From an optimization exercise on the open Yosys and OpenROAD flow, aimed at small area; shortcuts taken in it are not production practice. No run shown here included a check of the RTL's function; only the layout flow was run.

==> design.v <==
module main(in, op, apply, tail, valid, empty, clk, reset);
    input clk, reset, apply;
    input [7:0] in;
    input [2:0] op;
    output [7:0] tail;
    output reg valid;
    output empty;
    reg [7:0] t, f0, f1, f2, f3;
    reg [2:0] sz;
    wire n0  = ~sz[2] & ~sz[0];    
    wire n1  = ~sz[1] &  sz[0];
    wire n2  = ~sz[2] &  sz[1];
    wire n3  =  sz[2] &  sz[0];
    wire n4  =  sz[1] & ~sz[0];
    wire n5  =  sz[2] & ~sz[1];
    wire le1 = ~sz[2] & ~sz[1];
    wire le2 = ~sz[2];
    wire le3 = ~sz[2] |  sz[0];
    wire two =  sz[2] |  sz[1];    
    wire [2:0] sz_up = {sz[1:0], ~sz[2]};
    wire [2:0] sz_dn = {~sz[0], sz[2:1]};
    assign tail = t;
    assign empty = n0;
    wire [7:0] a = f0;                         
    wire [7:0] b = n2 ? t : f1;                
    wire is_add = (op == 3'd2);
    wire is_mul = (op == 3'd3);
    wire is_sub = (op == 3'd4);
    wire is_quo = (op == 3'd5);
    wire is_rem = (op == 3'd6);
    wire is_div = is_quo | is_rem;
    wire [7:0] hz;
    assign hz[0] = 1'b1;
    assign hz[1] = hz[0] & ~a[7];
    assign hz[2] = hz[1] & ~a[6];
    assign hz[3] = hz[2] & ~a[5];
    assign hz[4] = hz[3] & ~a[4];
    assign hz[5] = hz[4] & ~a[3];
    assign hz[6] = hz[5] & ~a[2];
    assign hz[7] = hz[6] & ~a[1];
    wire [7:0] quo;
    wire [0:0] d7_x, d7_y, d7_s, d7_r;
    wire [1:0] d7_c;
    assign d7_x = ~b[7];
    assign d7_y = a[0:0];
    assign d7_c[1] = d7_x[0] & d7_y[0];
    assign quo[7] = ~d7_c[1] & hz[7];
    assign d7_s[0] = 1'b0;   
    assign d7_r[0] = d7_x[0] ^ (quo[7] & d7_y[0]);
    wire [1:0] d6_x, d6_y, d6_s, d6_r;
    wire [2:0] d6_c;
    assign d6_x = {d7_r, ~b[6]};
    assign d6_y = a[1:0];
    assign d6_c[1] = d6_x[0] & d6_y[0];
    assign d6_c[2] = (d6_x[1] ^ d6_y[1]) ? d6_c[1] : d6_x[1];
    assign d6_s[1] = 1'b0;   
    assign quo[6] = ~d6_c[2] & hz[6];
    assign d6_s[0] = 1'b0;   
    assign d6_r[0] = d6_x[0] ^ (quo[6] & d6_y[0]);
    assign d6_r[1:1] = d6_x[1:1] ^ ({1{quo[6]}} & (d6_y[1:1] ^ d6_c[1:1]));
    wire [2:0] d5_x, d5_y, d5_s, d5_r;
    wire [3:0] d5_c;
    assign d5_x = {d6_r, ~b[5]};
    assign d5_y = a[2:0];
    assign d5_c[1] = d5_x[0] & d5_y[0];
    assign d5_c[2] = (d5_x[1] ^ d5_y[1]) ? d5_c[1] : d5_x[1];
    assign d5_s[1] = 1'b0;   
    assign d5_c[3] = (d5_x[2] ^ d5_y[2]) ? d5_c[2] : d5_x[2];
    assign d5_s[2] = 1'b0;   
    assign quo[5] = ~d5_c[3] & hz[5];
    assign d5_s[0] = 1'b0;   
    assign d5_r[0] = d5_x[0] ^ (quo[5] & d5_y[0]);
    assign d5_r[2:1] = d5_x[2:1] ^ ({2{quo[5]}} & (d5_y[2:1] ^ d5_c[2:1]));
    wire [3:0] d4_x, d4_y, d4_s, d4_r;
    wire [4:0] d4_c;
    assign d4_x = {d5_r, ~b[4]};
    assign d4_y = a[3:0];
    assign d4_c[1] = d4_x[0] & d4_y[0];
    assign d4_s[1] = d4_x[1] ^ d4_y[1] ^ d4_c[1];
    assign d4_c[2] = (d4_x[1] & d4_y[1]) | (d4_c[1] & (d4_x[1] ^ d4_y[1]));
    assign d4_s[2] = d4_x[2] ^ d4_y[2] ^ d4_c[2];
    assign d4_c[3] = (d4_x[2] & d4_y[2]) | (d4_c[2] & (d4_x[2] ^ d4_y[2]));
    assign d4_s[3] = d4_x[3] ^ d4_y[3] ^ d4_c[3];
    assign d4_c[4] = (d4_x[3] & d4_y[3]) | (d4_c[3] & (d4_x[3] ^ d4_y[3]));
    assign quo[4] = ~d4_c[4] & hz[4];
    assign d4_s[0] = 1'b0;   
    assign d4_r[0] = d4_x[0] ^ (quo[4] & d4_y[0]);
    assign d4_r[3:1] = quo[4] ? d4_s[3:1] : d4_x[3:1];
    wire [4:0] d3_x, d3_y, d3_s, d3_r;
    wire [5:0] d3_c;
    assign d3_x = {d4_r, ~b[3]};
    assign d3_y = a[4:0];
    assign d3_c[1] = d3_x[0] & d3_y[0];
    assign d3_s[1] = d3_x[1] ^ d3_y[1] ^ d3_c[1];
    assign d3_c[2] = (d3_x[1] & d3_y[1]) | (d3_c[1] & (d3_x[1] ^ d3_y[1]));
    assign d3_s[2] = d3_x[2] ^ d3_y[2] ^ d3_c[2];
    assign d3_c[3] = (d3_x[2] & d3_y[2]) | (d3_c[2] & (d3_x[2] ^ d3_y[2]));
    assign d3_s[3] = d3_x[3] ^ d3_y[3] ^ d3_c[3];
    assign d3_c[4] = (d3_x[3] & d3_y[3]) | (d3_c[3] & (d3_x[3] ^ d3_y[3]));
    assign d3_s[4] = d3_x[4] ^ d3_y[4] ^ d3_c[4];
    assign d3_c[5] = (d3_x[4] & d3_y[4]) | (d3_c[4] & (d3_x[4] ^ d3_y[4]));
    assign quo[3] = ~d3_c[5] & hz[3];
    assign d3_s[0] = 1'b0;   
    assign d3_r[0] = d3_x[0] ^ (quo[3] & d3_y[0]);
    assign d3_r[4:1] = quo[3] ? d3_s[4:1] : d3_x[4:1];
    wire [5:0] d2_x, d2_y, d2_s, d2_r;
    wire [6:0] d2_c;
    assign d2_x = is_div ? {d3_r, ~b[2]} : {m3_r, 1'b0};
    assign d2_y = a[5:0] & {6{b[2] | is_div}};
    wire d2_k = quo[2] | ~is_div;   
    assign d2_c[1] = d2_x[0] & d2_y[0];
    assign d2_s[1] = d2_x[1] ^ d2_y[1] ^ d2_c[1];
    assign d2_c[2] = (d2_x[1] & d2_y[1]) | (d2_c[1] & (d2_x[1] ^ d2_y[1]));
    assign d2_s[2] = d2_x[2] ^ d2_y[2] ^ d2_c[2];
    assign d2_c[3] = (d2_x[2] & d2_y[2]) | (d2_c[2] & (d2_x[2] ^ d2_y[2]));
    assign d2_s[3] = d2_x[3] ^ d2_y[3] ^ d2_c[3];
    assign d2_c[4] = (d2_x[3] & d2_y[3]) | (d2_c[3] & (d2_x[3] ^ d2_y[3]));
    assign d2_s[4] = d2_x[4] ^ d2_y[4] ^ d2_c[4];
    assign d2_c[5] = (d2_x[4] & d2_y[4]) | (d2_c[4] & (d2_x[4] ^ d2_y[4]));
    assign d2_s[5] = d2_x[5] ^ d2_y[5] ^ d2_c[5];
    assign d2_c[6] = (d2_x[5] & d2_y[5]) | (d2_c[5] & (d2_x[5] ^ d2_y[5]));
    assign quo[2] = ~d2_c[6] & hz[2];
    assign d2_s[0] = 1'b0;   
    assign d2_r[0] = d2_x[0] ^ (d2_k & d2_y[0]);
    assign d2_r[5:1] = d2_k ? d2_s[5:1] : d2_x[5:1];
    wire [6:0] d1_x, d1_y, d1_s, d1_r;
    wire [7:0] d1_c;
    assign d1_x = {d2_r, is_div & ~b[1]};
    assign d1_y = a[6:0] & {7{b[1] | is_div}};
    wire d1_k = quo[1] | ~is_div;   
    assign d1_c[1] = d1_x[0] & d1_y[0];
    assign d1_s[1] = d1_x[1] ^ d1_y[1] ^ d1_c[1];
    assign d1_c[2] = (d1_x[1] & d1_y[1]) | (d1_c[1] & (d1_x[1] ^ d1_y[1]));
    assign d1_s[2] = d1_x[2] ^ d1_y[2] ^ d1_c[2];
    assign d1_c[3] = (d1_x[2] & d1_y[2]) | (d1_c[2] & (d1_x[2] ^ d1_y[2]));
    assign d1_s[3] = d1_x[3] ^ d1_y[3] ^ d1_c[3];
    assign d1_c[4] = (d1_x[3] & d1_y[3]) | (d1_c[3] & (d1_x[3] ^ d1_y[3]));
    assign d1_s[4] = d1_x[4] ^ d1_y[4] ^ d1_c[4];
    assign d1_c[5] = (d1_x[4] & d1_y[4]) | (d1_c[4] & (d1_x[4] ^ d1_y[4]));
    assign d1_s[5] = d1_x[5] ^ d1_y[5] ^ d1_c[5];
    assign d1_c[6] = (d1_x[5] & d1_y[5]) | (d1_c[5] & (d1_x[5] ^ d1_y[5]));
    assign d1_s[6] = d1_x[6] ^ d1_y[6] ^ d1_c[6];
    assign d1_c[7] = (d1_x[6] & d1_y[6]) | (d1_c[6] & (d1_x[6] ^ d1_y[6]));
    assign quo[1] = ~d1_c[7] & hz[1];
    assign d1_s[0] = 1'b0;   
    assign d1_r[0] = d1_x[0] ^ (d1_k & d1_y[0]);
    assign d1_r[6:1] = d1_k ? d1_s[6:1] : d1_x[6:1];
    wire [7:0] d0_x, d0_y, d0_s, d0_r;
    wire [8:0] d0_c;
    assign d0_x = {d1_r, is_div & ~b[0]};
    assign d0_y = a[7:0] & {8{b[0] | is_div}};
    wire d0_k = quo[0] | ~is_div;   
    assign d0_c[1] = d0_x[0] & d0_y[0];
    assign d0_s[1] = d0_x[1] ^ d0_y[1] ^ d0_c[1];
    assign d0_c[2] = (d0_x[1] & d0_y[1]) | (d0_c[1] & (d0_x[1] ^ d0_y[1]));
    assign d0_s[2] = d0_x[2] ^ d0_y[2] ^ d0_c[2];
    assign d0_c[3] = (d0_x[2] & d0_y[2]) | (d0_c[2] & (d0_x[2] ^ d0_y[2]));
    assign d0_s[3] = d0_x[3] ^ d0_y[3] ^ d0_c[3];
    assign d0_c[4] = (d0_x[3] & d0_y[3]) | (d0_c[3] & (d0_x[3] ^ d0_y[3]));
    assign d0_s[4] = d0_x[4] ^ d0_y[4] ^ d0_c[4];
    assign d0_c[5] = (d0_x[4] & d0_y[4]) | (d0_c[4] & (d0_x[4] ^ d0_y[4]));
    assign d0_s[5] = d0_x[5] ^ d0_y[5] ^ d0_c[5];
    assign d0_c[6] = (d0_x[5] & d0_y[5]) | (d0_c[5] & (d0_x[5] ^ d0_y[5]));
    assign d0_s[6] = d0_x[6] ^ d0_y[6] ^ d0_c[6];
    assign d0_c[7] = (d0_x[6] & d0_y[6]) | (d0_c[6] & (d0_x[6] ^ d0_y[6]));
    assign d0_s[7] = d0_x[7] ^ d0_y[7] ^ d0_c[7];
    assign d0_c[8] = (d0_x[7] & d0_y[7]) | (d0_c[7] & (d0_x[7] ^ d0_y[7]));
    assign quo[0] = ~d0_c[8] & hz[0];
    assign d0_s[0] = 1'b0;   
    assign d0_r[0] = d0_x[0] ^ (d0_k & d0_y[0]);
    assign d0_r[7:1] = d0_k ? d0_s[7:1] : d0_x[7:1];
    wire [0:0] m7_r;
    assign m7_r = a[0] & b[7];
    wire [1:0] m6_r;
    wire [1:0] m6_s;
    wire [2:0] m6_c;
    assign m6_s[0] = a[0] & b[6];
    assign m6_c[1] = 1'b0;
    assign m6_s[1] = m7_r[0] ^ (a[1] & b[6]) ^ m6_c[1];
    assign m6_c[2] = (m7_r[0] & (a[1] & b[6])) | (m6_c[1] & (m7_r[0] ^ (a[1] & b[6])));
    assign m6_r = m6_s;
    wire [2:0] m5_r;
    wire [2:0] m5_s;
    wire [3:0] m5_c;
    assign m5_s[0] = a[0] & b[5];
    assign m5_c[1] = 1'b0;
    assign m5_s[1] = m6_r[0] ^ (a[1] & b[5]) ^ m5_c[1];
    assign m5_c[2] = (m6_r[0] & (a[1] & b[5])) | (m5_c[1] & (m6_r[0] ^ (a[1] & b[5])));
    assign m5_s[2] = m6_r[1] ^ (a[2] & b[5]) ^ m5_c[2];
    assign m5_c[3] = (m6_r[1] & (a[2] & b[5])) | (m5_c[2] & (m6_r[1] ^ (a[2] & b[5])));
    assign m5_r = m5_s;
    wire [3:0] m4_r;
    wire [3:0] m4_s;
    wire [4:0] m4_c;
    assign m4_s[0] = a[0] & b[4];
    assign m4_c[1] = 1'b0;
    assign m4_s[1] = m5_r[0] ^ (a[1] & b[4]) ^ m4_c[1];
    assign m4_c[2] = (m5_r[0] & (a[1] & b[4])) | (m4_c[1] & (m5_r[0] ^ (a[1] & b[4])));
    assign m4_s[2] = m5_r[1] ^ (a[2] & b[4]) ^ m4_c[2];
    assign m4_c[3] = (m5_r[1] & (a[2] & b[4])) | (m4_c[2] & (m5_r[1] ^ (a[2] & b[4])));
    assign m4_s[3] = m5_r[2] ^ (a[3] & b[4]) ^ m4_c[3];
    assign m4_c[4] = (m5_r[2] & (a[3] & b[4])) | (m4_c[3] & (m5_r[2] ^ (a[3] & b[4])));
    assign m4_r = m4_s;
    wire [4:0] m3_r;
    wire [4:0] m3_s;
    wire [5:0] m3_c;
    assign m3_s[0] = a[0] & b[3];
    assign m3_c[1] = 1'b0;
    assign m3_s[1] = m4_r[0] ^ (a[1] & b[3]) ^ m3_c[1];
    assign m3_c[2] = (m4_r[0] & (a[1] & b[3])) | (m3_c[1] & (m4_r[0] ^ (a[1] & b[3])));
    assign m3_s[2] = m4_r[1] ^ (a[2] & b[3]) ^ m3_c[2];
    assign m3_c[3] = (m4_r[1] & (a[2] & b[3])) | (m3_c[2] & (m4_r[1] ^ (a[2] & b[3])));
    assign m3_s[3] = m4_r[2] ^ (a[3] & b[3]) ^ m3_c[3];
    assign m3_c[4] = (m4_r[2] & (a[3] & b[3])) | (m3_c[3] & (m4_r[2] ^ (a[3] & b[3])));
    assign m3_s[4] = m4_r[3] ^ (a[4] & b[3]) ^ m3_c[4];
    assign m3_c[5] = (m4_r[3] & (a[4] & b[3])) | (m3_c[4] & (m4_r[3] ^ (a[4] & b[3])));
    assign m3_r = m3_s;
    wire [7:0] prod = d0_r;
    wire [7:0] rem = ~d0_r;
    wire [7:0] as_s;
    wire [8:0] as_c;
    wire [7:0] as_y = a ^ {8{is_sub}};
    assign as_c[0] = is_sub;
    assign as_s[0] = b[0] ^ as_y[0] ^ as_c[0];
    assign as_c[1] = (b[0] & as_y[0]) | (as_c[0] & (b[0] ^ as_y[0]));
    assign as_s[1] = b[1] ^ as_y[1] ^ as_c[1];
    assign as_c[2] = (b[1] & as_y[1]) | (as_c[1] & (b[1] ^ as_y[1]));
    assign as_s[2] = b[2] ^ as_y[2] ^ as_c[2];
    assign as_c[3] = (b[2] & as_y[2]) | (as_c[2] & (b[2] ^ as_y[2]));
    assign as_s[3] = b[3] ^ as_y[3] ^ as_c[3];
    assign as_c[4] = (b[3] & as_y[3]) | (as_c[3] & (b[3] ^ as_y[3]));
    assign as_s[4] = b[4] ^ as_y[4] ^ as_c[4];
    assign as_c[5] = (b[4] & as_y[4]) | (as_c[4] & (b[4] ^ as_y[4]));
    assign as_s[5] = b[5] ^ as_y[5] ^ as_c[5];
    assign as_c[6] = (b[5] & as_y[5]) | (as_c[5] & (b[5] ^ as_y[5]));
    assign as_s[6] = b[6] ^ as_y[6] ^ as_c[6];
    assign as_c[7] = (b[6] & as_y[6]) | (as_c[6] & (b[6] ^ as_y[6]));
    assign as_s[7] = b[7] ^ as_y[7] ^ as_c[7];
    assign as_c[8] = (b[7] & as_y[7]) | (as_c[7] & (b[7] ^ as_y[7]));
    wire [7:0] as = as_s;
    wire is_as = is_add | is_sub;
    wire [7:0] res = ({8{is_quo}} & quo) | ({8{is_rem}} & rem) | ({8{is_mul}} & prod) | ({8{is_as}} & as);
    wire push = (op == 3'd0);
    wire pop  = (op == 3'd1);
    wire good = (push & ~n5) | (pop & ~n0) | (two & (is_add | is_mul | is_sub)) | (two & is_div & (a != 8'd0));
    wire ok = apply & good;
    wire [7:0] nv = push ? in : res;
    always @(posedge clk or posedge reset)
        if (reset) begin
            valid <= 1'b1;
            sz <= 3'd0;
        end else if (apply) begin
            if (!good) valid <= 1'b0;
            else sz <= push ? sz_up : sz_dn;
        end
    wire arith = ~push & ~pop;
    wire p_ok = ok & push, o_ok = ok & pop, r_ok = ok & arith;
    wire f0_f1 = o_ok, f0_f2 = r_ok & ~le3, f0_t = (p_ok & le1) | (r_ok & le3);
    wire f1_f2 = o_ok, f1_f3 = r_ok & n5, f1_t = (p_ok & le2) | (r_ok & ~n5);
    wire f2_f3 = o_ok, f2_t = (p_ok & le3) | r_ok;
    wire f3_t = ok & ~pop;
    wire t_in = p_ok, t_res = r_ok;
    wire f0_h = ~(f0_f1 | f0_f2 | f0_t);
    wire f1_h = ~(f1_f2 | f1_f3 | f1_t);
    wire f2_h = ~(f2_f3 | f2_t);
    wire f3_h = ~f3_t;
    wire t_h = ~(t_in | t_res);
    always @(posedge clk) begin
        f0 <= ({8{f0_h}} & f0) | ({8{f0_f1}} & f1) | ({8{f0_f2}} & f2) | ({8{f0_t}} & t);
        f1 <= ({8{f1_h}} & f1) | ({8{f1_f2}} & f2) | ({8{f1_f3}} & f3) | ({8{f1_t}} & t);
        f2 <= ({8{f2_h}} & f2) | ({8{f2_f3}} & f3) | ({8{f2_t}} & t);
        f3 <= ({8{f3_h}} & f3) | ({8{f3_t}} & t);
        t  <= ({8{t_h}} & t) | ({8{t_in}} & in) | ({8{t_res}} & res);
    end
endmodule
==> flow/run.sh <==
#!/bin/bash
# The standard layout (standard.sh: ORFS from synthesis to the final layout), with these
# changes, all made through ORFS's own variables:
#  - each port gets a sky130_fd_sc_hd__buf_1 as its buffer (buffer_ports -buffer_cell)
#    instead of the default clkdlybuf4s50_1;
#  - clock tree synthesis builds from clkbuf_4/clkbuf_8 and adds no dummy loads.
# Synthesis is the standard one, unchanged. The make output goes to standard.log in the
# work folder; ORFS's per-step logs stay under orfs/logs/.
set -euo pipefail
bash standard.sh synth > synth.log 2>&1
export BUFFER_PORTS_ARGS="-buffer_cell sky130_fd_sc_hd__buf_1"
export CTS_ARGS="-sink_clustering_enable -repair_clock_nets -dont_use_dummy_load -buf_list {sky130_fd_sc_hd__clkbuf_4 sky130_fd_sc_hd__clkbuf_8}"
bash standard.sh finish > standard.log 2>&1
==> standard.sh <==
#!/bin/bash
# synth_recipe.tcl (not shown) runs the flow's synth.tcl, then flattens the netlist and writes it again
# the make line also repeats each setting of config.mk as NAME=value (left out here)
make -C /OpenROAD-flow-scripts/flow DESIGN_CONFIG=/design/flow/config.mk WORK_HOME=/design/flow/orfs CLKGATE_MAP_FILE= SYNTH_SCRIPT=/design/flow/synth_recipe.tcl "${@:-finish}"
==> config.mk <==
export PLATFORM = sky130hd
export DESIGN_NAME = main
export DESIGN_NICKNAME = main
export VERILOG_FILES = /design/flow/design.v
export SDC_FILE = /design/flow/constraint.sdc
export NUM_CORES = 4
export LEC_CHECK = 0
export ABC_AREA = 1
export CAP_MARGIN = 20
export CORE_MARGIN = 2
export CORE_UTILIZATION = 40
export GPL_TIMING_DRIVEN = 0
export SLEW_MARGIN = 20
==> constraint.sdc <==
create_clock -name core_clock -period 15.0 [get_ports {clk}]
set_input_delay 3.0000 -clock core_clock [delete_from_list [all_inputs] [get_ports {clk}]]
set_output_delay 3.0000 -clock core_clock [all_outputs]
set_load 0.01 [all_outputs]
==> results.yml, run 1 <==
worst_setup_path:
  rr_worst_depth: 73
  cp.arrival_ns: 14.31
  start_kind: "flop"
  required_ns: 15.17
  cp-end-kind: "flop"
  path_buf_inv: 18
  startpoint: "f0[4]"
  crit_family: "adder cells"
  max_stage_delay_ns: 0.48
  endpoint: "t[2]"
  rr_startpoint: "f0[4]"
  r2r_end: "t[2]"
  r2r_setup_slack_ns: 0.86
  cpMaxStageDelayCell: "fa_1"
  path_class: "flop to flop"
  cp_common_cell: "fa_1"
  worstPathMaxFanout: 10
  cp.depth: 73
global_route:
  grt.total_usage_pct: 21.2
  use_met3_pct: 2.02
  grt_use_met2_pct: 37.2
  use_met1_pct: 29.1
  grt_pass1_vias: 3769
  grt_overflow: 0
  grt_max_degree: 15
  top_usage_layer: "met2"
  grt_pass1_wl_um: 18900
  antenna_found_initial: 0
floorplanning:
  rows: 37
  dieArea_mm2: 0.0112
  start_util_pct: 40.7
  die_x_um: 106
  io-pin-count: 24
  die_h_um: 106
  core_mm2: 0.0102
drt:
  firstDrtPassIters: 5
  wirelength_um: 11600
  route.antenna.remaining_nets: 0
  wire_per_inst_um: 15.3
  num_vias: 3859
  drt_iter0_markers: 164
  viasPerCell: 5.12
  drc_errors: 0
cells_and_area:
  final_util_pct: 45.6
  final_area_mm2: 0.00466
  area_delta_synth_final_pct: 12.1
  final_common_cell: "nand2_1"
  drive_gt1_share_pct: 12.6
  antenna_cells: 0
  n_fill_cell: 1089
  final_cell_mix: "nand2_1 (160), inv_1 (81), nor2_1 (52)"
  final_nets: 671
run:
  drv_cap: 0
sta:
  worst_pin_slew_ns: 0.809
  skew_ns: 0.0196
  finalCriticalPeriod_ns: 14.14
  fin_crit_sh_pct: 94.3
  slew_headroom_pct: 45.9
  finalSetupViolations: 0
  max_freq_ghz: 0.0707
  whs_ns: 0.480
  hold_viol_final: 0
  timing.final.max_slew_violations: 0
status:
  status: "no timing/DRC/antenna violations"
clock_tree:
  cts_made_buffers: 5
  cts_tree: "yes"
  cts.sinks: 44
  ctsRootBufferMaster: "clkbuf_8"
  cts.path.max_buffers: 2
  clk_latency_ns: 0.30
  htree_levels: 2
  clk_pin_slew_ns: 0.09
  holdBufCountCts: 0
placement:
  place_congestion: 0.901
  place_area_mm2: 0.00442
  dpl.hpwl_um: 9250
  io_buffers: 23
logic_synthesis:
  ys_warn_count: 1
  synth_mux_area_share_pct: 0.241
  netlist_instances: 583
  synth_top_area_share_pct: 16.4
  synth.distinct_cells: 48
  synth_xor_area_share_pct: 3.37
  yosysTopAreaCell: "fa_1"
  ys_seq_area_share_pct: 23.6
  yosys.area_share.simple_pct: 30.8
  synth_fp_nets: 634
  syn_avg_cell_area_um2: 7.13
  synth-compound-area-share_pct: 14.9
  synthAdderAreaFrac_pct: 17.5
  yosys-top-cells-area: "fa_1 (16%), dfxtp_1 (15%), nand2_1 (15%)"
  synth_top_family_by_area: "simple AND/OR/NAND/NOR gates"
  ys_ff_latch: 44
  synth_area_mm2: 0.00416
worst_hold_path:
  hold_path_class: "flop to flop"
## cell type report
class | instances | area, um^2 | area share [%]
multi-input combinational | 438 | 2890 | 62.0
sequential | 44 | 983 | 21.1
inverter | 91 | 353 | 7.57
tap | 136 | 170 | 3.65
timing repair buffer | 30 | 139 | 2.98
clock buffer | 5 | 68.8 | 1.48
buffer | 10 | 56.3 | 1.21
## cell usage after synthesis (all sizes together)
library cell  count
xnor2             4
dfrtp             3
o31ai             2
clkinv            1
a22oi            15
a31oi             2
clkbuf            2
a32o              1
dfxtp            32
dfstp             1
o221ai            1
nor3              3
o22ai             5
or2               4
nand2           168
fa               34
nor2             63
a31o              1
a21oi            15
inv              90
o211ai            1
maj3              1
a32oi             1
ha                3
a22o              2
edfxtp            8
nand3b            1
xor2             12
o21ai            40
and2              5
mux2i             1
nand4             4
nand3            42
o2111ai           7
buf               8
## metrics by stage
stage | setup WS (ns) | instances | setup TNS (ns)
3_5_place_dp | 0.112 | 742 | 0
6_report | 0.859 | 754 | 0
2_1_floorplan | 1.72 | 583 | 0
3_3_place_gp | 0.330 | 742 | 0
4_1_cts | 0.0456 | 747 | 0
5_1_grt | -0.0274 | 754 | -0.0776
## worst min-delay path by stage
stage / slack [ns] / endpoint / from / cells after the start
floorplan: 0.44 / f1[0] / f1[0] / 2
global placement: 0.45 / valid / valid / 2
detailed placement: 0.46 / f1[0] / f1[0] / 2
CTS: 0.48 / f1[0] / f1[0] / 2
global route: 0.51 / f2[1] / f2[1] / 2
finish: 0.48 / f1[0] / f1[0] / 2
## per-layer routing
layer	vias to the layer above	wire length, um
met5	-	0
met4	0	119
met1	1822	5310
li1	1939	-
met2	84	5590
met3	14	528
## worst min-delay path, cell delays in order (launching register included)
cell and delay (ns):
dfxtp_1 0.33, nand2_1 0.05, nand3_1 0.07
## repair_timing
action / in CTS / in global routing
buffers inserted: 0 / 7
setup endpoints to repair: 0 / 8
resized for setup: 0 / 34
## cells by family (layout without fill, tap and decap cells)
family | count (synthesis) | after routing
AND/OR/NAND/NOR | 290 | 290
buffers and inverters | 101 | 136
AO/OA/AOI/OAI | 93 | 93
flip-flops | 44 | 44
adder cells (fa/ha/maj) | 38 | 38
XOR/XNOR | 16 | 16
multiplexers | 1 | 1
==> run 2: changes to the inputs <==
--- a/design.v
+++ b/design.v
@@ -65,6 +65,6 @@
     assign d5_c[1] = d5_x[0] & d5_y[0];
-    assign d5_c[2] = (d5_x[1] ^ d5_y[1]) ? d5_c[1] : d5_x[1];
-    assign d5_s[1] = 1'b0;   
-    assign d5_c[3] = (d5_x[2] ^ d5_y[2]) ? d5_c[2] : d5_x[2];
-    assign d5_s[2] = 1'b0;   
+    assign d5_s[1] = d5_x[1] ^ d5_y[1] ^ d5_c[1];
+    assign d5_c[2] = (d5_x[1] & d5_y[1]) | (d5_c[1] & (d5_x[1] ^ d5_y[1]));
+    assign d5_s[2] = d5_x[2] ^ d5_y[2] ^ d5_c[2];
+    assign d5_c[3] = (d5_x[2] & d5_y[2]) | (d5_c[2] & (d5_x[2] ^ d5_y[2]));
     assign quo[5] = ~d5_c[3] & hz[5];
@@ -72,3 +72,3 @@
     assign d5_r[0] = d5_x[0] ^ (quo[5] & d5_y[0]);
-    assign d5_r[2:1] = d5_x[2:1] ^ ({2{quo[5]}} & (d5_y[2:1] ^ d5_c[2:1]));
+    assign d5_r[2:1] = quo[5] ? d5_s[2:1] : d5_x[2:1];
     wire [3:0] d4_x, d4_y, d4_s, d4_r;
@@ -90,4 +90,5 @@
     wire [5:0] d3_c;
-    assign d3_x = {d4_r, ~b[3]};
-    assign d3_y = a[4:0];
+    assign d3_x = is_div ? {d4_r, ~b[3]} : {m4_r, 1'b0};
+    assign d3_y = a[4:0] & {5{b[3] | is_div}};
+    wire d3_k = quo[3] | ~is_div;   
     assign d3_c[1] = d3_x[0] & d3_y[0];
@@ -103,7 +104,7 @@
     assign d3_s[0] = 1'b0;   
-    assign d3_r[0] = d3_x[0] ^ (quo[3] & d3_y[0]);
-    assign d3_r[4:1] = quo[3] ? d3_s[4:1] : d3_x[4:1];
+    assign d3_r[0] = d3_x[0] ^ (d3_k & d3_y[0]);
+    assign d3_r[4:1] = d3_k ? d3_s[4:1] : d3_x[4:1];
     wire [5:0] d2_x, d2_y, d2_s, d2_r;
     wire [6:0] d2_c;
-    assign d2_x = is_div ? {d3_r, ~b[2]} : {m3_r, 1'b0};
+    assign d2_x = {d3_r, is_div & ~b[2]};
     assign d2_y = a[5:0] & {6{b[2] | is_div}};
@@ -203,16 +204,2 @@
     assign m4_r = m4_s;
-    wire [4:0] m3_r;
-    wire [4:0] m3_s;
-    wire [5:0] m3_c;
-    assign m3_s[0] = a[0] & b[3];
-    assign m3_c[1] = 1'b0;
-    assign m3_s[1] = m4_r[0] ^ (a[1] & b[3]) ^ m3_c[1];
-    assign m3_c[2] = (m4_r[0] & (a[1] & b[3])) | (m3_c[1] & (m4_r[0] ^ (a[1] & b[3])));
-    assign m3_s[2] = m4_r[1] ^ (a[2] & b[3]) ^ m3_c[2];
-    assign m3_c[3] = (m4_r[1] & (a[2] & b[3])) | (m3_c[2] & (m4_r[1] ^ (a[2] & b[3])));
-    assign m3_s[3] = m4_r[2] ^ (a[3] & b[3]) ^ m3_c[3];
-    assign m3_c[4] = (m4_r[2] & (a[3] & b[3])) | (m3_c[3] & (m4_r[2] ^ (a[3] & b[3])));
-    assign m3_s[4] = m4_r[3] ^ (a[4] & b[3]) ^ m3_c[4];
-    assign m3_c[5] = (m4_r[3] & (a[4] & b[3])) | (m3_c[4] & (m4_r[3] ^ (a[4] & b[3])));
-    assign m3_r = m3_s;
     wire [7:0] prod = d0_r;
==> run 2 against run 1 <==
  * Still clean on timing, DRC and antenna
  * Worst setup slack worse by 0.13 ns
  * Wire length increased by 3.5%
  * Flip-flop and latch count unchanged
  * Fmax down 0.89%
  * Core utilization is 1.2 points higher
  * Critical endpoint is now t[4]
  * Largest cell class unchanged
==> results.yml, run 2 <==
status:
  status: "no timing/DRC/antenna violations"
floorplanning:
  io-pin-count: 24
  rows: 36
  die_x_um: 104
  core_mm2: 0.00977
  die_h_um: 104
  dieArea_mm2: 0.0109
  start_util_pct: 41.2
drt:
  drc_errors: 0
  wirelength_um: 12000
  route.antenna.remaining_nets: 0
  drt_iter0_markers: 278
  wire_per_inst_um: 16.2
  firstDrtPassIters: 5
  viasPerCell: 5.17
  num_vias: 3829
placement:
  place_area_mm2: 0.00428
  dpl.hpwl_um: 9340
  io_buffers: 23
  place_congestion: 0.922
sta:
  hold_viol_final: 0
  finalSetupViolations: 0
  worst_pin_slew_ns: 0.859
  skew_ns: 0.0164
  slew_headroom_pct: 42.5
  fin_crit_sh_pct: 95.1
  max_freq_ghz: 0.0701
  timing.final.max_slew_violations: 0
  finalCriticalPeriod_ns: 14.27
global_route:
  grt_overflow: 0
  grt_max_degree: 15
  grt_pass1_vias: 3793
  grt_pass1_wl_um: 19200
  antenna_found_initial: 0
  grt.total_usage_pct: 22.0
worst_setup_path:
  path_buf_inv: 18
  cp_common_cell: "inv_1"
  crit_family: "adder cells"
  cp-end-kind: "flop"
  worstPathMaxFanout: 10
  required_ns: 15.18
  cpMaxStageDelayCell: "fa_1"
  start_kind: "input pin"
  cp.arrival_ns: 14.45
  path_class: "input pin to flop"
  max_stage_delay_ns: 0.44
logic_synthesis:
  synth_top_area_share_pct: 16.9
  netlist_instances: 570
  yosysMostFrequentCell: "nand2_1"
  synth_fp_nets: 620
  synth_area_mm2: 0.00402
  syn_avg_cell_area_um2: 7.06
  ys_async_sr_fraction_pct: 9.09
  ys_top_cells_by_count: "nand2_1 (160), inv_1 (82), nor2_1 (55)"
  synth.distinct_cells: 43
  ys_seq_area_share_pct: 24.4
  ys_ff_latch: 44
  synth_edf_count: 8
  yosysTopAreaCell: "fa_1"
  ys_warn_count: 1
  synthFlopType: "dfxtp_1"
  yosys-top-cells-area: "fa_1 (17%), dfxtp_1 (16%), nand2_1 (15%)"
cells_and_area:
  final_nets: 659
  drive_gt1_share_pct: 14.7
  final_common_cell: "nand2_1"
  final_util_pct: 46.8
  final_cell_mix: "nand2_1 (155), inv_1 (79), nor2_1 (51)"
  antenna_cells: 0
  final_area_mm2: 0.00457
  area_delta_synth_final_pct: 13.7
run:
  drv_cap: 0
clock_tree:
  clk_pin_slew_ns: 0.08
  cts_tree: "yes"
  cts_made_buffers: 5
  cts.path.max_buffers: 2
  clk_latency_ns: 0.30
  ctsRootBufferMaster: "clkbuf_8"
  cts.sinks: 44
  htree_levels: 2
worst_hold_path:
  hold_path_class: "flop to flop"
## run 2: repair_timing
item                                    in CTS  in global routing
setup buffers                                2                  7
endpoints found under the setup margin       8                  8
pin swaps                                    0                 12
hold buffers                                 0                  0
gates resized for setup                     17                 41
## run 2: area by class of cell
class	count	area, um^2
multi-input cells	430	2810
fillers	999	5200
clock buffers	5	68.8
repair buffers	32	154
inverters	86	323
flip-flops and latches	44	986
plain buffers	10	60.1
well taps	133	166
## run 2: per-stage QoR
step / cells / TNS (ns) / setup WS, ns / hold WS, ns
after floorplan: 570 / 0 / 0.921 / 0.445
after global placement: 726 / -3.81 / -0.720 / 0.454
after detailed placement: 726 / -5.30 / -0.883 / 0.464
after CTS: 733 / 0 / 0.0170 / 0.475
after global routing: 740 / -0.00396 / -0.00396 / 0.507
final: 740 / 0 / 0.733 / 0.476
## run 2: cell families after synthesis
| kind of cell | share of synthesized area, % |
|---|---|
| flip-flops | 24.4 |
| multiplexers | 0.249 |
| AO/OA/AOI/OAI | 14.9 |
| AND/OR/NAND/NOR | 30.6 |
| adder cells (fa/ha/maj) | 17.5 |
| buffers and inverters | 9.24 |
| XOR/XNOR | 3.05 |
## run 2: path summary, 6_finish.rpt
check / slack (ns) / end / from / cells past startpoint
min in group asynchronous: 2.56 / sz[1] / reset / 2
max: 0.73 / t[4] / op[2] / 63
min: 0.48 / valid / valid / 2
max reg2reg: 0.82 / t[4] / f0[4] / 75
min reg2reg: 0.48 / valid / valid / 2
max in group asynchronous: 12.21 / valid / reset / 2
## run 2: per-layer routing
metal	GRT usage, %	part of all wire (%)	vias up
met3	1.75	4.5	22
li1	-	-	1911
met1	29.2	45	1792
met2	38.2	49	104
met4	6.27	2.0	0
met5	0	0	-
## run 2: worst reg2reg max path: cells and delay by family, from the launching register on
kind,cells,cell delay (ns)
DFF,1,0.45
AOI/OAI and AO/OA,8,0.95
adders and majority gates,27,8.86
buffers and inverters,18,1.69
xor gates and xnor gates,1,0.15
and+or+nand+nor,21,1.99
==> run 3: changes to the inputs <==
--- a/design.v
+++ b/design.v
@@ -62,17 +62,19 @@
     wire [3:0] d5_c;
-    assign d5_x = {d6_r, ~b[5]};
-    assign d5_y = a[2:0];
+    assign d5_x = is_div ? {d6_r, ~b[5]} : {m6_r, 1'b0};
+    assign d5_y = a[2:0] & {3{b[5] | is_div}};
+    wire d5_k = quo[5] | ~is_div;   
     assign d5_c[1] = d5_x[0] & d5_y[0];
-    assign d5_s[1] = d5_x[1] ^ d5_y[1] ^ d5_c[1];
-    assign d5_c[2] = (d5_x[1] & d5_y[1]) | (d5_c[1] & (d5_x[1] ^ d5_y[1]));
-    assign d5_s[2] = d5_x[2] ^ d5_y[2] ^ d5_c[2];
-    assign d5_c[3] = (d5_x[2] & d5_y[2]) | (d5_c[2] & (d5_x[2] ^ d5_y[2]));
+    assign d5_c[2] = (d5_x[1] ^ d5_y[1]) ? d5_c[1] : d5_x[1];
+    assign d5_s[1] = 1'b0;   
+    assign d5_c[3] = (d5_x[2] ^ d5_y[2]) ? d5_c[2] : d5_x[2];
+    assign d5_s[2] = 1'b0;   
     assign quo[5] = ~d5_c[3] & hz[5];
     assign d5_s[0] = 1'b0;   
-    assign d5_r[0] = d5_x[0] ^ (quo[5] & d5_y[0]);
-    assign d5_r[2:1] = quo[5] ? d5_s[2:1] : d5_x[2:1];
+    assign d5_r[0] = d5_x[0] ^ (d5_k & d5_y[0]);
+    assign d5_r[2:1] = d5_x[2:1] ^ ({2{d5_k}} & (d5_y[2:1] ^ d5_c[2:1]));
     wire [3:0] d4_x, d4_y, d4_s, d4_r;
     wire [4:0] d4_c;
-    assign d4_x = {d5_r, ~b[4]};
-    assign d4_y = a[3:0];
+    assign d4_x = {d5_r, is_div & ~b[4]};
+    assign d4_y = a[3:0] & {4{b[4] | is_div}};
+    wire d4_k = quo[4] | ~is_div;   
     assign d4_c[1] = d4_x[0] & d4_y[0];
@@ -86,7 +88,7 @@
     assign d4_s[0] = 1'b0;   
-    assign d4_r[0] = d4_x[0] ^ (quo[4] & d4_y[0]);
-    assign d4_r[3:1] = quo[4] ? d4_s[3:1] : d4_x[3:1];
+    assign d4_r[0] = d4_x[0] ^ (d4_k & d4_y[0]);
+    assign d4_r[3:1] = d4_k ? d4_s[3:1] : d4_x[3:1];
     wire [4:0] d3_x, d3_y, d3_s, d3_r;
     wire [5:0] d3_c;
-    assign d3_x = is_div ? {d4_r, ~b[3]} : {m4_r, 1'b0};
+    assign d3_x = {d4_r, is_div & ~b[3]};
     assign d3_y = a[4:0] & {5{b[3] | is_div}};
@@ -154,16 +156,16 @@
     assign d0_c[1] = d0_x[0] & d0_y[0];
-    assign d0_s[1] = d0_x[1] ^ d0_y[1] ^ d0_c[1];
-    assign d0_c[2] = (d0_x[1] & d0_y[1]) | (d0_c[1] & (d0_x[1] ^ d0_y[1]));
-    assign d0_s[2] = d0_x[2] ^ d0_y[2] ^ d0_c[2];
-    assign d0_c[3] = (d0_x[2] & d0_y[2]) | (d0_c[2] & (d0_x[2] ^ d0_y[2]));
-    assign d0_s[3] = d0_x[3] ^ d0_y[3] ^ d0_c[3];
-    assign d0_c[4] = (d0_x[3] & d0_y[3]) | (d0_c[3] & (d0_x[3] ^ d0_y[3]));
-    assign d0_s[4] = d0_x[4] ^ d0_y[4] ^ d0_c[4];
-    assign d0_c[5] = (d0_x[4] & d0_y[4]) | (d0_c[4] & (d0_x[4] ^ d0_y[4]));
-    assign d0_s[5] = d0_x[5] ^ d0_y[5] ^ d0_c[5];
-    assign d0_c[6] = (d0_x[5] & d0_y[5]) | (d0_c[5] & (d0_x[5] ^ d0_y[5]));
-    assign d0_s[6] = d0_x[6] ^ d0_y[6] ^ d0_c[6];
-    assign d0_c[7] = (d0_x[6] & d0_y[6]) | (d0_c[6] & (d0_x[6] ^ d0_y[6]));
-    assign d0_s[7] = d0_x[7] ^ d0_y[7] ^ d0_c[7];
-    assign d0_c[8] = (d0_x[7] & d0_y[7]) | (d0_c[7] & (d0_x[7] ^ d0_y[7]));
+    assign d0_c[2] = (d0_x[1] ^ d0_y[1]) ? d0_c[1] : d0_x[1];
+    assign d0_s[1] = 1'b0;   
+    assign d0_c[3] = (d0_x[2] ^ d0_y[2]) ? d0_c[2] : d0_x[2];
+    assign d0_s[2] = 1'b0;   
+    assign d0_c[4] = (d0_x[3] ^ d0_y[3]) ? d0_c[3] : d0_x[3];
+    assign d0_s[3] = 1'b0;   
+    assign d0_c[5] = (d0_x[4] ^ d0_y[4]) ? d0_c[4] : d0_x[4];
+    assign d0_s[4] = 1'b0;   
+    assign d0_c[6] = (d0_x[5] ^ d0_y[5]) ? d0_c[5] : d0_x[5];
+    assign d0_s[5] = 1'b0;   
+    assign d0_c[7] = (d0_x[6] ^ d0_y[6]) ? d0_c[6] : d0_x[6];
+    assign d0_s[6] = 1'b0;   
+    assign d0_c[8] = (d0_x[7] ^ d0_y[7]) ? d0_c[7] : d0_x[7];
+    assign d0_s[7] = 1'b0;   
     assign quo[0] = ~d0_c[8] & hz[0];
@@ -171,3 +173,3 @@
     assign d0_r[0] = d0_x[0] ^ (d0_k & d0_y[0]);
-    assign d0_r[7:1] = d0_k ? d0_s[7:1] : d0_x[7:1];
+    assign d0_r[7:1] = d0_x[7:1] ^ ({7{d0_k}} & (d0_y[7:1] ^ d0_c[7:1]));
     wire [0:0] m7_r;
@@ -182,24 +184,2 @@
     assign m6_r = m6_s;
-    wire [2:0] m5_r;
-    wire [2:0] m5_s;
-    wire [3:0] m5_c;
-    assign m5_s[0] = a[0] & b[5];
-    assign m5_c[1] = 1'b0;
-    assign m5_s[1] = m6_r[0] ^ (a[1] & b[5]) ^ m5_c[1];
-    assign m5_c[2] = (m6_r[0] & (a[1] & b[5])) | (m5_c[1] & (m6_r[0] ^ (a[1] & b[5])));
-    assign m5_s[2] = m6_r[1] ^ (a[2] & b[5]) ^ m5_c[2];
-    assign m5_c[3] = (m6_r[1] & (a[2] & b[5])) | (m5_c[2] & (m6_r[1] ^ (a[2] & b[5])));
-    assign m5_r = m5_s;
-    wire [3:0] m4_r;
-    wire [3:0] m4_s;
-    wire [4:0] m4_c;
-    assign m4_s[0] = a[0] & b[4];
-    assign m4_c[1] = 1'b0;
-    assign m4_s[1] = m5_r[0] ^ (a[1] & b[4]) ^ m4_c[1];
-    assign m4_c[2] = (m5_r[0] & (a[1] & b[4])) | (m4_c[1] & (m5_r[0] ^ (a[1] & b[4])));
-    assign m4_s[2] = m5_r[1] ^ (a[2] & b[4]) ^ m4_c[2];
-    assign m4_c[3] = (m5_r[1] & (a[2] & b[4])) | (m4_c[2] & (m5_r[1] ^ (a[2] & b[4])));
-    assign m4_s[3] = m5_r[2] ^ (a[3] & b[4]) ^ m4_c[3];
-    assign m4_c[4] = (m5_r[2] & (a[3] & b[4])) | (m4_c[3] & (m5_r[2] ^ (a[3] & b[4])));
-    assign m4_r = m4_s;
     wire [7:0] prod = d0_r;
@@ -231,3 +211,6 @@
     wire pop  = (op == 3'd1);
-    wire good = (push & ~n5) | (pop & ~n0) | (two & (is_add | is_mul | is_sub)) | (two & is_div & (a != 8'd0));
+    wire good = push ? ~n5 :
+                pop  ? ~n0 :
+                (op == 3'd7) ? 1'b0 :
+                is_div ? (two & (a != 8'd0)) : two;
     wire ok = apply & good;
--- a/config.mk
+++ b/config.mk
@@ -11,3 +11,2 @@
 export CORE_UTILIZATION = 40
-export GPL_TIMING_DRIVEN = 0
 export SLEW_MARGIN = 20
==> run 3 against run 2 <==
  * Critical path depth up 23
  * Core utilization up 3.7 points
  * Synthesized cell count up 7.4%
  * Register-to-register slack better by 1.2 ns
  * Non-clock buffer count up 34
  * Global-route usage down 0.53 points
  * Synthesized area up 0.28%
  * Critical endpoint is now t[7]
  * Highest routed layer unchanged
==> results.yml, run 3 <==
clock_tree:
  cts.path.max_buffers: 2
  ctsRootBufferMaster: "clkbuf_8"
  clk_pin_slew_ns: 0.07
  clk_latency_ns: 0.30
  cts_made_buffers: 5
  holdBufCountCts: 0
  cts.sinks: 44
  cts_tree: "yes"
  htree_levels: 2
placement:
  place_congestion: 0.842
  dpl.cell_count: 802
  post-place-ws_ns: -0.382
  place_area_mm2: 0.00455
  dpl.hpwl_um: 8910
  io_buffers: 23
cells_and_area:
  final_common_cell: "nand2_1"
  final_nets: 723
  n_fill_cell: 999
  fin_cells: 816
  antenna_cells: 0
  final_area_mm2: 0.00494
  multi_input_area_mm2: 0.00289
  drive_gt1_share_pct: 22.5
  area_delta_synth_final_pct: 22.4
  final_cell_mix: "nand2_1 (199), inv_1 (64), buf_4 (54)"
  seq_area_um2: 982
logic_synthesis:
  ys_warn_count: 1
  ys_seq_area_share_pct: 24.3
  synth_edf_count: 8
  synth_fp_nets: 650
  synth.distinct_cells: 50
  netlist_instances: 612
  syn_avg_cell_area_um2: 6.59
  ys_async_sr_fraction_pct: 9.09
  yosysTopAreaCell: "nand2_1"
  ys_top_cells_by_count: "nand2_1 (218), inv_1 (73), nand3_1 (54)"
  yosysMostFrequentCell: "nand2_1"
  synth_top_area_share_pct: 20.3
  yosys-top-cells-area: "nand2_1 (20%), dfxtp_1 (16%), fa_1 (12%)"
  synthFlopType: "dfxtp_1"
  ys_ff_latch: 44
  synth_area_mm2: 0.00403
worst_setup_path:
  cpMaxStageDelayCell: "fa_1"
  cp-end-kind: "flop"
  required_ns: 15.17
  rr_startpoint: "f0[0]"
  rr_worst_depth: 80
  cp.arrival_ns: 14.51
  r2r_setup_slack_ns: 2.03
  cp_common_cell: "fa_2"
  r2r_end: "t[7]"
  path_class: "input pin to flop"
  worstPathMaxFanout: 5
  start_kind: "input pin"
  max_stage_delay_ns: 0.40
drt:
  firstDrtPassIters: 5
  dr_wl_met2_um: 5570
  viasPerCell: 5.07
  highest_layer: "met4"
  wire_per_inst_um: 14.1
  wirelength_um: 11500
  wl_met3_um: 458
  num_vias: 4140
  drc_errors: 0
  m1WireLength_um: 5350
  drt_iter0_markers: 224
  route.antenna.remaining_nets: 0
global_route:
  grt_max_degree: 27
  antenna_found_initial: 0
  grt_pass1_wl_um: 19200
  grt_pass1_vias: 4016
  grt_overflow: 0
  grt.total_usage_pct: 21.5
floorplanning:
  dieArea_mm2: 0.0109
  start_util_pct: 41.3
  core_mm2: 0.00977
  die_h_um: 104
  die_x_um: 104
  io-pin-count: 24
  rows: 36
sta:
  finalCriticalPeriod_ns: 14.34
  slew_headroom_pct: 33.4
  layout_setup_ws_ns: 0.663
  max_freq_ghz: 0.0698
  worst_pin_slew_ns: 0.992
  timing.final.max_slew_violations: 0
  finalSetupViolations: 0
  fin_crit_sh_pct: 95.6
  hold_viol_final: 0
  skew_ns: 0.0191
worst_hold_path:
  hold_start: "f2[6]"
  whs_endpoint: "f2[6]"
  hold_path_class: "flop to flop"
  whs_path_depth: 2
status:
  status: "no timing/DRC/antenna violations"
run:
  drv_cap: 0
==> run 3: cell types whose count changed in the layout (fill, tap and decap cells not counted), moves of 6 or more <==
| cell | before | now |
|---|---|---|
| nand2_2 | 4 | 19 |
| fa_1 | 21 | 9 |
| nor2_1 | 51 | 44 |
| inv_2 | 6 | 15 |
| inv_1 | 79 | 64 |
| buf_4 | 11 | 54 |
| nor3_1 | 0 | 6 |
| nand2_1 | 155 | 199 |
| a22oi_1 | 13 | 29 |
| nand3_2 | 0 | 9 |
==> run 3: area by class of cell <==
type / instances / area share, %
clock buffers: 5 / 1.39
multi-input cells: 470 / 58.5
well taps: 133 / 3.37
repair buffers: 76 / 9.94
inverters: 88 / 6.87
flip-flops and latches: 44 / 19.9
==> run 3: how the worst max path moves through the flow <==
stage	depth (start not counted)	startpoint	end	slack [ns]
detailed placement	82	op[2]	t[6]	-0.38
CTS	84	op[0]	t[7]	0.05
global placement	82	op[2]	t[1]	-0.19
global route	85	op[0]	t[7]	-0.09
finish	86	op[0]	t[7]	0.66
floorplan	83	op[0]	t[6]	0.11
==> run 3: worst max-delay path: cells and delay by family <==
kind                     cells  cell delay [ns]
AO/OA/AOI/OAI                6             0.71
XOR/XNOR                     1             0.12
adder cells (fa/ha/maj)     18             5.41
buffers and inverters       18             1.25
AND/OR/NAND/NOR             43             3.99
==> run 3: cell families (layout without fill, tap and decap cells) <==
| logic type | after synthesis | after routing | synth area share (%) |
|---|---|---|---|
| simple gates | 357 | 357 | 38.4 |
| buf+inv | 98 | 169 | 9.86 |
| compound gates | 78 | 78 | 13.1 |
| flops | 44 | 44 | 24.3 |
| fa+ha+maj | 24 | 24 | 11.9 |
| xor+xnor | 11 | 11 | 2.39 |
==> run 3: timing repair <==
| action | in CTS | in global routing |
|---|---|---|
| pin swaps | 3 | 43 |
| setup endpoints to repair | 8 | 8 |
| gates resized for setup | 10 | 69 |
| setup buffers | 1 | 8 |
==> run 3: routing by layer <==
metal,track usage [%],up-vias
met5,0,-
met4,5.50,0
met3,1.88,14
met2,36.4,101
met1,29.4,1911
li1,-,2114
==> run 3: stage by stage <==
step	hold WS (ns)	util, %	TNS, ns
final	0.474	50.5	0
after global routing	0.505	50.5	-0.298
after CTS	0.477	47.7	0
after detailed placement	0.466	46.6	-2.94
after global placement	0.460	46.6	-1.28
after floorplan	0.445	-	0
==> run 4: changes to the inputs <==
--- a/design.v
+++ b/design.v
@@ -80,8 +80,8 @@
     assign d4_c[1] = d4_x[0] & d4_y[0];
-    assign d4_s[1] = d4_x[1] ^ d4_y[1] ^ d4_c[1];
-    assign d4_c[2] = (d4_x[1] & d4_y[1]) | (d4_c[1] & (d4_x[1] ^ d4_y[1]));
-    assign d4_s[2] = d4_x[2] ^ d4_y[2] ^ d4_c[2];
-    assign d4_c[3] = (d4_x[2] & d4_y[2]) | (d4_c[2] & (d4_x[2] ^ d4_y[2]));
-    assign d4_s[3] = d4_x[3] ^ d4_y[3] ^ d4_c[3];
-    assign d4_c[4] = (d4_x[3] & d4_y[3]) | (d4_c[3] & (d4_x[3] ^ d4_y[3]));
+    assign d4_c[2] = (d4_x[1] ^ d4_y[1]) ? d4_c[1] : d4_x[1];
+    assign d4_s[1] = 1'b0;   
+    assign d4_c[3] = (d4_x[2] ^ d4_y[2]) ? d4_c[2] : d4_x[2];
+    assign d4_s[2] = 1'b0;   
+    assign d4_c[4] = (d4_x[3] ^ d4_y[3]) ? d4_c[3] : d4_x[3];
+    assign d4_s[3] = 1'b0;   
     assign quo[4] = ~d4_c[4] & hz[4];
@@ -89,3 +89,3 @@
     assign d4_r[0] = d4_x[0] ^ (d4_k & d4_y[0]);
-    assign d4_r[3:1] = d4_k ? d4_s[3:1] : d4_x[3:1];
+    assign d4_r[3:1] = d4_x[3:1] ^ ({3{d4_k}} & (d4_y[3:1] ^ d4_c[3:1]));
     wire [4:0] d3_x, d3_y, d3_s, d3_r;
==> run 4 against run 3 <==
  * Still clean on timing, DRC and antenna
  * Synthesized cell count grew 4.7%
  * Non-clock buffer count shrank 37
  * Die area grew 5.5%
  * Clock skew is essentially flat
  * Core utilization shrank 4.8 points
  * Register-to-register slack gained 0.82 ns
  * Critical endpoint is now t[5]
  * Highest routed layer unchanged
==> results.yml, run 4 <==
placement:
  place_area_mm2: 0.00454
  dpl.cell_count: 800
  io_buffers: 23
  dpl.hpwl_um: 9390
  place_congestion: 0.955
sta:
  fin_crit_sh_pct: 92.7
  finalSetupViolations: 0
  worst_pin_slew_ns: 1.09
  timing.final.max_slew_violations: 0
  hold_viol_final: 0
  finalCriticalPeriod_ns: 13.90
  skew_ns: 0.0195
  whs_ns: 0.468
  slew_headroom_pct: 27.0
  tns_ns: 0
  max_freq_ghz: 0.0719
cells_and_area:
  drive_gt1_share_pct: 15.9
  final_common_cell: "nand2_1"
  n_fill_cell: 1054
  fin_cells: 810
  final_nets: 711
  multi_input_area_mm2: 0.00290
  seq_area_um2: 982
  antenna_cells: 0
  area_delta_synth_final_pct: 10.5
  final_area_mm2: 0.00471
  final_cell_mix: "nand2_1 (188), inv_1 (87), nand3_1 (56)"
  final_util_pct: 45.7
clock_tree:
  cts_tree: "yes"
  clk_pin_slew_ns: 0.07
  holdBufCountCts: 0
  htree_levels: 2
  cts.sinks: 44
  cts.path.max_buffers: 2
  ctsRootBufferMaster: "clkbuf_8"
  clk_latency_ns: 0.31
  cts_made_buffers: 5
logic_synthesis:
  yosys-top-cells-area: "nand2_1 (17%), dfxtp_1 (15%), fa_1 (9.9%)"
  yosysMostFrequentCell: "nand2_1"
  synth.distinct_cells: 49
  ys_ff_latch: 44
  syn_avg_cell_area_um2: 6.65
  synthFlopType: "dfxtp_1"
  synth_fp_nets: 676
  ys_warn_count: 1
  synth_edf_count: 8
  ys_async_sr_fraction_pct: 9.09
  synth_top_area_share_pct: 16.6
  yosysTopAreaCell: "nand2_1"
  ys_top_cells_by_count: "nand2_1 (189), inv_1 (87), nand3_1 (56)"
  synth_area_mm2: 0.00426
  ys_seq_area_share_pct: 23.0
  netlist_instances: 641
floorplanning:
  core_mm2: 0.0103
  rows: 37
  dieArea_mm2: 0.0115
  die_x_um: 107
  io-pin-count: 24
  die_h_um: 107
  start_util_pct: 41.3
run:
  drv_cap: 0
worst_setup_path:
  cp-end-kind: "flop"
  path_class: "input pin to flop"
  path_buf_inv: 19
  cpMaxStageDelayCell: "fa_1"
  required_ns: 15.24
  cp.arrival_ns: 14.14
  max_stage_delay_ns: 0.42
  worstPathMaxFanout: 7
  crit_family: "adder cells"
  start_kind: "input pin"
drt:
  drc_errors: 0
  drt_iter0_markers: 350
  wire_per_inst_um: 14.6
  wirelength_um: 11800
  viasPerCell: 5.27
  num_vias: 4268
  firstDrtPassIters: 6
  route.antenna.remaining_nets: 0
global_route:
  grt_max_degree: 22
  grt_pass1_wl_um: 20000
  grt_overflow: 0
  antenna_found_initial: 0
  grt.total_usage_pct: 21.8
  grt_pass1_vias: 4118
worst_hold_path:
  hold_path_class: "flop to flop"
status:
  status: "no timing/DRC/antenna violations"
run 4: changes by cell type after synthesis, moves of 3 or more:
cell / change
clkinv_1: -3
inv_1: +14
nor2_1: +6
o21ai_0: +15
fa_1: -3
nand2_2: +12
nand3_2: +7
a22oi_1: -9
nand2_4: +5
a221o_1: +4
nand2_1: -29
inv_2: +5
o22ai_1: +3
run 4: per-layer routing:
layer	wire length (um)	track usage [%]	vias to the layer above
li1	-	-	2132
met1	5220	28.1	2001
met2	5800	37.0	106
met3	484	2.60	29
met4	335	8.72	0
met5	0	0	-
run 4: final timing paths:
| check | start | end | slack (ns) | cells after the start |
|---|---|---|---|---|
| min in group asynchronous | reset | sz[0] | 2.54 | 2 |
| hold reg to reg | f1[5] | f1[5] | 0.47 | 2 |
| setup reg to reg | f0[0] | t[5] | 2.85 | 73 |
| setup / recovery | op[0] | t[5] | 1.10 | 82 |
| hold / removal | f1[5] | f1[5] | 0.47 | 2 |
| max in group asynchronous | reset | valid | 12.23 | 2 |
run 4: logic make-up after synthesis:
logic type	Yosys count	share of synthesized area (%)
xor+xnor	14	3.23
fa+ha+maj	21	9.86
buf+inv	114	10.6
compound gates	90	14.4
simple gates	358	38.8
flops	44	23.0
run 4: timing repair:
item                                    CTS  global route
endpoints found under the setup margin    0             8
resized for setup                         0            23
setup buffers                             0             4
run 4: cell type report:
class	count	share of cell area (%)
Sequential cell	44	20.8
Clock buffer	5	1.46
Timing Repair Buffer	39	4.46
Tap cell	136	3.61
Inverter	102	8.12
Multi-Input combinational cell	484	61.5
run 4: worst min-delay path: cells and delay by family, from the launching register on:
kind,cells,cell delay [ns]
flops,1,0.33
simple gates,2,0.11
run 4: metrics by stage:
stage               worst slack [ns]
global placement               0.482
global route                 -0.0208
finish                          1.10
floorplan                       1.04
CTS                            0.421
detailed placement             0.152

[what the ideal ports hide]
How much do the figures lean on ideal ports? The routed layouts below were timed once more, with nothing changed but the port constraints. Step 1 (the two cells are an assumption about what drives the block):
set clk [get_ports {clk}]
set_driving_cell -lib_cell sky130_fd_sc_hd__clkbuf_16 $clk
set_driving_cell -lib_cell sky130_fd_sc_hd__buf_2 [delete_from_list [all_inputs] $clk]
Step 2, shift: input delay + t, output delay - t, t = (earliest + latest rising clock arrival at the registers) / 2. This alone moves slack from input paths to output paths. Slacks: ideal / step 1 / step 2; pairs: ideal / step 1.
run	shift t [ns]	setup slack, ns	cell pins on the clock port's net
run 1	0.316	0.859 / 0.859 / 0.859	1
run 2	0.315	0.733 / 0.738 / 0.423	1
run 3	0.314	0.663 / 0.670 / 0.356	1
run 4	0.325	1.099 / 1.102 / 0.777	1
After both steps setup and hold are still met in every run listed. For run 4, which loses most, drivers alone change the setup slack by +0.003 ns; drivers and shift together by -0.322 ns.
